From an optimization exercise on the open Yosys and OpenROAD flow, aimed at small area and a short achievable clock period; shortcuts taken in it are not production practice. The RTL was checked by simulation tests, not by an equivalence proof against the original design. Power and IR drop assume default switching activity.

==> inputs of 03-22 <==
==> flow/design.v <==
module SM3_top
	(
		clk_in,
		reset_n_in,
		SM3_en_in,
		msg_in,
		msg_valid_in,
		is_last_word_in,
		last_word_byte_in,
		sm3_result_out,
		sm3_finished_out
	);
input				clk_in,
					reset_n_in,
					SM3_en_in;
input	[31:0]		msg_in;
input				msg_valid_in;
input				is_last_word_in;
input	[1:0]		last_word_byte_in;
output	[255:0]		sm3_result_out;
output	reg			sm3_finished_out;
localparam [255:0]	IV = {32'h7380166f, 32'h4914b2b9, 32'h172442d7, 32'hda8a0600,
						  32'ha96f30bc, 32'h163138aa, 32'he38dee4d, 32'hb0fb0e4e};
localparam [31:0]	T0 = 32'h79cc4519;
localparam [31:0]	T1 = 32'h7a879d8a;
function [31:0] rotl;
	input [31:0] x;
	input integer n;
	rotl = (x << n) | (x >> (32 - n));
endfunction
function [31:0] add32;
	input [31:0] a;
	input [31:0] b;
	reg [31:0] g, p, pg, pp;
	integer i, d;
	begin
		g = a & b;
		p = a ^ b;
		pg = g;
		pp = p;
		for (d = 1; d < 32; d = d * 2)
			for (i = 31; i >= d; i = i - 1)
				begin
					pg[i] = pg[i] | (pp[i] & pg[i - d]);
					pp[i] = pp[i] & pp[i - d];
				end
		add32 = p ^ {pg[30:0], 1'b0};
	end
endfunction
function [31:0] maj;
	input [31:0] a;
	input [31:0] b;
	input [31:0] c;
	maj = (a & b) | (a & c) | (b & c);
endfunction
wire		clr = !reset_n_in || !SM3_en_in;
reg	[6:0]	cyc;
reg			slow;		 
reg			started;	 
reg			dmode;		 
reg			fin;		 
reg			pend80;		 
reg			done;		 
reg			inw;		 
reg			ld;			 
reg			early;		 
reg			upd;		 
reg	[54:0]	blk;		 
reg	[5:0]	lenq;		 
wire		at0		= (cyc == 7'd0);
wire		start	= at0 && !done && (dmode ? (msg_valid_in && started) : 1'b1);
wire		dw		= dmode && inw && (!at0 || start);	 
wire		lastw	= dw && is_last_word_in;
wire		pw		= !dmode && inw && (!at0 || start);	 
wire [6:0]	cyc_end	= slow ? 7'd69 : 7'd68;
wire		at_end	= (cyc == cyc_end);
wire		slow_n	= start ? (dmode && !is_last_word_in) : slow;
wire [6:0]	cyc_n	= start ? 7'd1 : (at_end || at0) ? 7'd0 : cyc + 7'd1;
always @(posedge clk_in)
	if (clr)
		begin
			cyc					<= 7'd0;
			slow				<= 1'b0;
			started				<= 1'b0;
			dmode				<= 1'b1;
			fin					<= 1'b0;
			pend80				<= 1'b0;
			done				<= 1'b0;
			inw					<= 1'b1;
			ld					<= 1'b1;
			early				<= 1'b1;
			upd					<= 1'b0;
			sm3_finished_out	<= 1'b0;
			blk					<= 55'd0;
			lenq				<= 6'd0;
		end
	else
		begin
			cyc					<= cyc_n;
			slow				<= slow_n;
			started				<= 1'b1;
			inw					<= (cyc_n < 7'd16);
			ld					<= (cyc_n < {6'd2, slow_n});
			early				<= (cyc_n < {6'd10, slow_n});
			upd					<= (cyc_n == {6'd34, slow_n});
			sm3_finished_out	<= (cyc_n == {6'd34, slow_n}) && fin;
			if (dw && cyc[3:0] == 4'd15 && (!is_last_word_in || last_word_byte_in == 2'b11))
				blk	<= blk + 55'd1;
			if (lastw)
				begin
					dmode	<= 1'b0;
					lenq	<= {cyc[3:0], 2'b00} + {4'd0, last_word_byte_in} + 6'd1;
					pend80	<= (last_word_byte_in == 2'b11);
					fin		<= (cyc[3:0] < 4'd13) || (cyc[3:0] == 4'd13 && last_word_byte_in != 2'b11);
				end
			else if (pw)
				pend80	<= 1'b0;
			if (at_end)
				begin
					if (fin)
						done	<= 1'b1;
					else if (!dmode)
						fin		<= 1'b1;	 
				end
		end
reg	[31:0]	w0, w1, w2, w3, w4, w5, w6, w7, w8, w9, w10, w11, w12, w13, w14, w15;
wire [31:0]	fmt		= !is_last_word_in				? msg_in :
					  last_word_byte_in == 2'b00	? {msg_in[31:24], 8'h80, 16'h0} :
					  last_word_byte_in == 2'b01	? {msg_in[31:16], 8'h80, 8'h0} :
					  last_word_byte_in == 2'b10	? {msg_in[31:8],  8'h80} :
													  msg_in;
wire [31:0]	padw	= (pend80 ? 32'h8000_0000 : 32'd0) |
					  ((fin && cyc[3:0] == 4'd14) ? blk[54:23] : 32'd0) |
					  ((fin && cyc[3:0] == 4'd15) ? {blk[22:0], lenq, 3'b000} : 32'd0);
wire [31:0]	xp		= w0 ^ w7 ^ rotl(w13, 15);
wire [31:0]	expw	= xp ^ rotl(xp, 15) ^ rotl(xp, 23) ^ rotl(w3, 7) ^ w10;
wire [31:0]	genw	= inw ? padw : expw;
wire [31:0]	wnew	= (inw && dmode) ? fmt : genw;
always @(posedge clk_in)
	{w0, w1, w2, w3, w4, w5, w6, w7, w8, w9, w10, w11, w12, w13, w14, w15} <=
	{w1, w2, w3, w4, w5, w6, w7, w8, w9, w10, w11, w12, w13, w14, w15, wnew};
wire [31:0]	wj		= slow ? w11 : w12;
wire [31:0]	wj4		= slow ? w15 : genw;
reg	[31:0]	ra, rb, rc, rd, re, rf, rg, rh;
reg	[255:0]	V;
reg	[31:0]	T;
wire [31:0]	va = V[255:224], vb = V[223:192], vc = V[191:160], vd = V[159:128];
wire [31:0]	ve = V[127:96],  vf = V[95:64],   vg = V[63:32],   vh = V[31:0];
wire [31:0]	a12		= rotl(ra, 12);
wire [31:0]	s1		= add32(a12 ^ re ^ T, {maj(a12, re, T), 1'b0} );
wire [31:0]	ss1		= rotl(s1, 7);
wire [31:0]	ff		= early ? (ra ^ rb ^ rc) : maj(ra, rb, rc);
wire [31:0]	gg		= early ? (re ^ rf ^ rg) : ((re & rf) | (~re & rg));
wire [31:0]	wp		= wj ^ wj4;
wire [31:0]	p1s		= ff ^ rd ^ wp;
wire [31:0]	p1c		= {maj(ff, rd, wp), 1'b0};
wire [31:0]	q1s		= p1s ^ p1c ^ a12;
wire [31:0]	q1c0	= maj(p1s, p1c, a12);			 
wire [31:0]	q1c1	= maj(p1s, p1c, ~a12);			 
wire [31:0]	c1s		= q1s ^ ss1;
wire [31:0]	c1c		= (ss1 & q1c1) | (~ss1 & q1c0);
wire [31:0]	tt1		= add32(c1s, {c1c[30:0], 1'b0});
wire [31:0]	p2s		= gg ^ rh ^ wj;
wire [31:0]	p2c		= {maj(gg, rh, wj), 1'b0};
wire [31:0]	c2s		= p2s ^ p2c ^ ss1;
wire [31:0]	c2c		= maj(p2s, p2c, ss1);
wire [31:0]	tt2		= add32(c2s, {c2c[30:0], 1'b0});
wire [31:0]	p0		= tt2 ^ rotl(tt2, 9) ^ rotl(tt2, 17);
wire [1:0]	lstep	= at0 ? 2'd0 : cyc[1:0] - {1'b0, slow};
wire [31:0]	a_ld	= lstep == 2'd0 ? rotl(vd, 23) :
					  lstep == 2'd1 ? rotl(vc, 23) :
					  lstep == 2'd2 ? vb : va;
wire [31:0]	e_ld	= lstep == 2'd0 ? rotl(vh, 13) :
					  lstep == 2'd1 ? rotl(vg, 13) :
					  lstep == 2'd2 ? vf : ve;
always @(posedge clk_in)
	begin
		ra	<= ld ? a_ld : tt1;
		rb	<= ra;
		rc	<= rotl(rb, 9);
		rd	<= rc;
		re	<= ld ? e_ld : p0;
		rf	<= re;
		rg	<= rotl(rf, 19);
		rh	<= rg;
		T	<= ld ? T0 : (cyc == (slow ? 7'd20 : 7'd19)) ? rotl(T1, 16) : rotl(T, 1);
	end
wire [255:0] vnext = V ^ ({ra, rb, rc, rd, re, rf, rg, rh} & {256{upd}});
always @(posedge clk_in)
	V	<= clr ? IV : vnext;
assign	sm3_result_out	= vnext;
endmodule
==> flow/run.sh <==
#!/bin/bash
# synth_recipe.tcl (not shown) runs the flow's synth.tcl, then flattens the netlist and writes it again
# the make line also repeats each setting of config.mk as NAME=value (left out here)
make -C /OpenROAD-flow-scripts/flow DESIGN_CONFIG=/design/flow/config.mk WORK_HOME=/design/flow/orfs CLKGATE_MAP_FILE= SYNTH_SCRIPT=/design/flow/synth_recipe.tcl finish
==> flow/config.mk <==
export PLATFORM = sky130hd
export DESIGN_NAME = SM3_top
export DESIGN_NICKNAME = SM3_top
export VERILOG_FILES = /design/flow/design.v
export SDC_FILE = /design/flow/constraint.sdc
export NUM_CORES = 4
export LEC_CHECK = 0
export CAP_MARGIN = 20
export CORE_MARGIN = 2
export CORE_UTILIZATION = 60
export CTS_BUF_LIST = sky130_fd_sc_hd__clkbuf_8
export SETUP_SLACK_MARGIN = 2.5
export SLEW_MARGIN = 20
==> flow/constraint.sdc <==
create_clock -name core_clock -period 9.5 [get_ports {clk_in}]
set_input_delay 1.9000 -clock core_clock [delete_from_list [all_inputs] [get_ports {clk_in}]]
set_output_delay 1.9000 -clock core_clock [all_outputs]
set_load 0.01 [all_outputs]
==> 11-08: changes against 03-22 <==
==> flow/design.v, changed modules only <==
module SM3_top
	(
		clk_in,
		reset_n_in,
		SM3_en_in,
		msg_in,
		msg_valid_in,
		is_last_word_in,
		last_word_byte_in,
		sm3_result_out,
		sm3_finished_out
	);
input				clk_in,
					reset_n_in,
					SM3_en_in;
input	[31:0]		msg_in;
input				msg_valid_in;
input				is_last_word_in;
input	[1:0]		last_word_byte_in;
output	[255:0]		sm3_result_out;
output	reg			sm3_finished_out;
localparam [255:0]	IV = {32'h7380166f, 32'h4914b2b9, 32'h172442d7, 32'hda8a0600,
						  32'ha96f30bc, 32'h163138aa, 32'he38dee4d, 32'hb0fb0e4e};
localparam [31:0]	T0 = 32'h79cc4519;
localparam [31:0]	T1 = 32'h7a879d8a;
function [31:0] rotl;
	input [31:0] x;
	input integer n;
	rotl = (x << n) | (x >> (32 - n));
endfunction
function [31:0] add32;
	input [31:0] a;
	input [31:0] b;
	reg [31:0] g, p, pg, pp;
	integer i, d;
	begin
		g = a & b;
		p = a ^ b;
		pg = g;
		pp = p;
		for (d = 1; d < 32; d = d * 2)
			for (i = 31; i >= d; i = i - 1)
				begin
					pg[i] = pg[i] | (pp[i] & pg[i - d]);
					pp[i] = pp[i] & pp[i - d];
				end
		add32 = p ^ {pg[30:0], 1'b0};
	end
endfunction
function [31:0] maj;
	input [31:0] a;
	input [31:0] b;
	input [31:0] c;
	maj = (a & b) | (a & c) | (b & c);
endfunction
wire		clr = !reset_n_in || !SM3_en_in;
reg	[6:0]	cyc;
reg			slow;		 
reg			started;	 
reg			dmode;		 
reg			fin;		 
reg			pend80;		 
reg			done;		 
reg			inw;		 
reg			lda, lde;	 
reg			earlya, earlye;	 
reg			upd0, upd1;	 
reg			updn0, updn1;	 
reg	[54:0]	blk;		 
reg			blkinc;		 
reg	[5:0]	lenq;		 
wire		at0		= (cyc == 7'd0);
wire		start	= at0 && !done && (dmode ? (msg_valid_in && started) : 1'b1);
wire		dw		= dmode && inw && (!at0 || start);	 
wire		lastw	= dw && is_last_word_in;
wire		pw		= !dmode && inw && (!at0 || start);	 
wire [6:0]	cyc_end	= slow ? 7'd69 : 7'd68;
wire		at_end	= (cyc == cyc_end);
wire		fstart	= start && (!dmode || is_last_word_in);	 
wire		slow_n	= start ? !fstart : slow;
wire [6:0]	cyc_n	= start ? 7'd1 : (at_end || at0) ? 7'd0 : cyc + 7'd1;
always @(posedge clk_in)
	if (clr)
		begin
			cyc					<= 7'd0;
			slow				<= 1'b0;
			started				<= 1'b0;
			dmode				<= 1'b1;
			fin					<= 1'b0;
			pend80				<= 1'b0;
			done				<= 1'b0;
			inw					<= 1'b1;
			lda					<= 1'b1;
			lde					<= 1'b1;
			earlya				<= 1'b1;
			earlye				<= 1'b1;
			upd0				<= 1'b0;
			upd1				<= 1'b0;
			updn0				<= 1'b1;
			updn1				<= 1'b1;
			sm3_finished_out	<= 1'b0;
			blk					<= 55'd0;
			blkinc				<= 1'b0;
			lenq				<= 6'd0;
		end
	else
		begin
			cyc					<= cyc_n;
			slow				<= slow_n;
			started				<= 1'b1;
			inw					<= (cyc_n < (slow_n ? 7'd16 : 7'd15));
			lda					<= (cyc_n < {6'd2, slow_n});
			lde					<= (cyc_n <= 7'd3 + slow_n);
			earlya				<= (cyc_n < {6'd10, slow_n});
			earlye				<= (cyc_n <= 7'd19 + slow_n);
			upd0				<= (cyc_n == {6'd34, slow_n});
			updn0				<= (cyc_n != {6'd34, slow_n});
			upd1				<= (cyc == (slow ? 7'd68 : 7'd67));
			updn1				<= (cyc != (slow ? 7'd68 : 7'd67));
			sm3_finished_out	<= (cyc_n == {6'd34, slow_n}) && fin;
			blkinc	<= dw && cyc[3:0] == 4'd15 && (!is_last_word_in || last_word_byte_in == 2'b11);
			if (blkinc)
				blk	<= blk + 55'd1;
			if (lastw)
				begin
					dmode	<= 1'b0;
					lenq	<= {cyc[3:0], 2'b00} + {4'd0, last_word_byte_in} + 6'd1;
					pend80	<= (last_word_byte_in == 2'b11) && !at0;
					fin		<= (cyc[3:0] < 4'd13) || (cyc[3:0] == 4'd13 && last_word_byte_in != 2'b11);
				end
			else if (pw)
				pend80	<= 1'b0;
			if (at_end)
				begin
					if (fin)
						done	<= 1'b1;
					else if (!dmode)
						fin		<= 1'b1;	 
				end
		end
reg	[31:0]	w0, w1, w2, w3, w4, w5, w6, w7, w8, w9, w10, w11, w12, w13, w14, w15;
wire [31:0]	fmt		= !is_last_word_in				? msg_in :
					  last_word_byte_in == 2'b00	? {msg_in[31:24], 8'h80, 16'h0} :
					  last_word_byte_in == 2'b01	? {msg_in[31:16], 8'h80, 8'h0} :
					  last_word_byte_in == 2'b10	? {msg_in[31:8],  8'h80} :
													  msg_in;
wire [31:0]	p80		= pend80 ? 32'h8000_0000 : 32'd0;
wire [31:0]	padw	= p80 |
					  ((fin && cyc[3:0] == (slow ? 4'd14 : 4'd13)) ? blk[54:23] : 32'd0) |
					  ((fin && cyc[3:0] == (slow ? 4'd15 : 4'd14)) ? {blk[22:0], lenq, 3'b000} : 32'd0);
wire [31:0]	xp		= w0 ^ w7 ^ rotl(w13, 15);
wire [31:0]	expw	= xp ^ rotl(xp, 15) ^ rotl(xp, 23) ^ rotl(w3, 7) ^ w10;
wire [31:0]	wnew	= fstart ? (dmode ? {last_word_byte_in == 2'b11, 31'd0} : 32'd0) :
					  (inw && dmode) ? fmt :
					  inw ? padw : expw;
wire [31:0]	w14new	= fstart ? (dmode ? fmt : p80) : w15;
always @(posedge clk_in)
	{w0, w1, w2, w3, w4, w5, w6, w7, w8, w9, w10, w11, w12, w13, w14, w15} <=
	{w1, w2, w3, w4, w5, w6, w7, w8, w9, w10, w11, w12, w13, w14, w14new, wnew};
wire [31:0]	wj		= w11;
wire [31:0]	wj4		= w15;
reg	[31:0]	ra, rb, rc, rd, re, rf, rg, rh;
reg	[255:0]	V;
reg	[31:0]	T;
wire [31:0]	va = V[255:224], vb = V[223:192], vc = V[191:160], vd = V[159:128];
wire [31:0]	ve = V[127:96],  vf = V[95:64],   vg = V[63:32],   vh = V[31:0];
wire [31:0]	a12		= rotl(ra, 12);
wire [31:0]	s1		= add32(a12 ^ re ^ T, {maj(a12, re, T), 1'b0} );
wire [31:0]	ss1		= rotl(s1, 7);
wire [31:0]	ff		= earlya ? (ra ^ rb ^ rc) : maj(ra, rb, rc);
wire [31:0]	gg		= earlye ? (re ^ rf ^ rg) : ((re & rf) | (~re & rg));
wire [31:0]	wp		= wj ^ wj4;
wire [31:0]	p1s		= ff ^ rd ^ wp;
wire [31:0]	p1c		= {maj(ff, rd, wp), 1'b0};
wire [31:0]	q1s		= p1s ^ p1c ^ a12;
wire [31:0]	q1c0	= maj(p1s, p1c, a12);			 
wire [31:0]	q1c1	= maj(p1s, p1c, ~a12);			 
wire [31:0]	c1s		= q1s ^ ss1;
wire [31:0]	c1c		= (ss1 & q1c1) | (~ss1 & q1c0);
wire [31:0]	tt1		= add32(c1s, {c1c[30:0], 1'b0});
wire [31:0]	p2s		= gg ^ rh ^ wj;
wire [31:0]	p2c		= {maj(gg, rh, wj), 1'b0};
wire [31:0]	c2s		= p2s ^ p2c ^ ss1;
wire [31:0]	c2c		= maj(p2s, p2c, ss1);
wire [31:0]	tt2		= add32(c2s, {c2c[30:0], 1'b0});
wire [31:0]	p0		= tt2 ^ rotl(tt2, 9) ^ rotl(tt2, 17);
wire [1:0]	lstep	= at0 ? 2'd0 : cyc[1:0] - {1'b0, slow};
wire [31:0]	a_ld	= lstep == 2'd0 ? rotl(vd, 23) :
					  lstep == 2'd1 ? rotl(vc, 23) :
					  lstep == 2'd2 ? vb : va;
wire [31:0]	e_ld	= lstep == 2'd0 ? rotl(vh, 13) :
					  lstep == 2'd1 ? rotl(vg, 13) :
					  lstep == 2'd2 ? vf : ve;
always @(posedge clk_in)
	begin
		ra	<= lda ? a_ld : tt1;
		rb	<= ra;
		rc	<= rotl(rb, 9);
		rd	<= rc;
		re	<= lde ? e_ld : p0;
		rf	<= re;
		rg	<= rotl(rf, 19);
		rh	<= rg;
		T	<= lda ? T0 : (cyc == (slow ? 7'd20 : 7'd19)) ? rotl(T1, 16) : rotl(T, 1);
	end
wire [255:0] vnext = V ^ {ra & {32{upd0}}, rb & {32{upd0}}, rc & ~{32{updn0}}, rd & ~{32{updn0}},
						  re & {32{upd1}}, rf & {32{upd1}}, rg & ~{32{updn1}}, rh & ~{32{updn1}}};
always @(posedge clk_in)
	V	<= clr ? IV : vnext;
assign	sm3_result_out	= vnext;
endmodule
==> flow/flow/run.sh (new file) <==
#!/bin/bash
# Layout flow: the standard ORFS flow (standard.sh), with these changes:
#  - synthesis maps the adders with ABC like the rest of the logic
#    (ADDER_MAP_FILE empty: no full/half adder cell extraction); the
#    registers are those of the standard synthesis;
#  - the input and output port buffers are sky130_fd_sc_hd__buf_1 (the
#    smallest buffer) instead of the cell buffer_ports picks by default;
#  - clock tree synthesis adds no dummy loads; its buffers are clkbuf_8.
# The output of the whole run goes to flow_run.log in the work folder; the
# ORFS tools keep their own logs under orfs/logs/.
set -euo pipefail
export ADDER_MAP_FILE=
export BUFFER_PORTS_ARGS="-buffer_cell sky130_fd_sc_hd__buf_1"
export CTS_ARGS="-sink_clustering_enable -repair_clock_nets -dont_use_dummy_load -buf_list sky130_fd_sc_hd__clkbuf_8"
bash standard.sh > flow_run.log 2>&1
==> flow/standard.sh (new file) <==
#!/bin/bash
# synth_recipe.tcl (not shown) runs the flow's synth.tcl, then flattens the netlist and writes it again
# the make line also repeats each setting of config.mk as NAME=value (left out here)
make -C /OpenROAD-flow-scripts/flow DESIGN_CONFIG=/design/flow/config.mk WORK_HOME=/design/flow/orfs CLKGATE_MAP_FILE= SYNTH_SCRIPT=/design/flow/synth_recipe.tcl "${@:-finish}"
--- a/flow/config.mk
+++ b/flow/config.mk
@@ -5,9 +5,10 @@
 export SDC_FILE = /design/flow/constraint.sdc
 export NUM_CORES = 4
 export LEC_CHECK = 0
+export ABC_AREA = 1
 export CAP_MARGIN = 20
 export CORE_MARGIN = 2
 export CORE_UTILIZATION = 60
 export CTS_BUF_LIST = sky130_fd_sc_hd__clkbuf_8
-export SETUP_SLACK_MARGIN = 2.5
+export SETUP_SLACK_MARGIN = 5
 export SLEW_MARGIN = 20
removed: flow/run.sh
==> run summary <==
* Worst path depth at 5
* Required time worst endpoint at 7.60 ns
* Final #Nets at 8075
* Core Area at around 90000 sq um
* Met2 usage at between 60% and 70%
* Standard-cell rows at 110
* Routed vias at 54478
* Largest family of logic cells by synthesized area: simple AND/OR/NAND/NOR gates
* Clock sinks at 1141
* Outcome: finished clean
* Die height at 306.1 um
* Crit Path Max Fanout at 30
* PwrDens at 183.2 nW/um^2
* Synthesized cell area at around 55000 sq um
* M1 GR Usage at 59.19%
* Crit path to: sm3_result_out[167]
The numbers above come from 11-08.

==> run summary <==
* Outcome: finished clean
* Count of final hold-check violations at 0
* Worst path depth at 24
* Crit path to: re[25]$_DFF_P_
* Crit Path Max Fanout at 8
* Clock sinks at ~1100
* M1 GR Usage at 49.50%
* Required time worst endpoint at 10.29 ns
* Standard-cell rows at 104
* Final #Nets at 5405
* Synthesized cell area at about 49000 sq um
* Largest family of logic cells by synthesized area: XOR/XNOR gates
* Routed vias at around 35000
* Die height at 288.8 um
* PwrDens at between 150 and 200 nW/um^2
* Final period util at 72.60%
The numbers above come from 03-22.

## afterwards: timing with drivers on the ports
The results above use ideal ports. As a check the final layouts listed here were re-extracted and re-timed, cells and wires unchanged.
Step 1 (the two cells are an assumption about what drives the block):
set clk [get_ports {clk_in}]
set_driving_cell -lib_cell sky130_fd_sc_hd__clkbuf_16 $clk
set_driving_cell -lib_cell sky130_fd_sc_hd__buf_2 [delete_from_list [all_inputs] $clk]
Step 2 also shifts input and output timing later by t, the mid clock arrival at the registers, as if the neighbouring blocks saw the same clock.
Three values: ideal ports, drivers, drivers and shift; two values: the first two.
| run | t (ns) | setup slack, ns | cell pins on the clock port's net |
|---|---|---|---|
| 03-22 | 0.898 | 2.603 / 2.603 / 2.603 | 1 |
| 11-08 | 0.905 | 5.043 / 4.965 / 4.398 | 1 |
After both steps every run listed still meets setup and hold. The setup slack of 11-08, which loses most, moves by -0.078 ns with the drivers and by -0.645 ns with both steps.
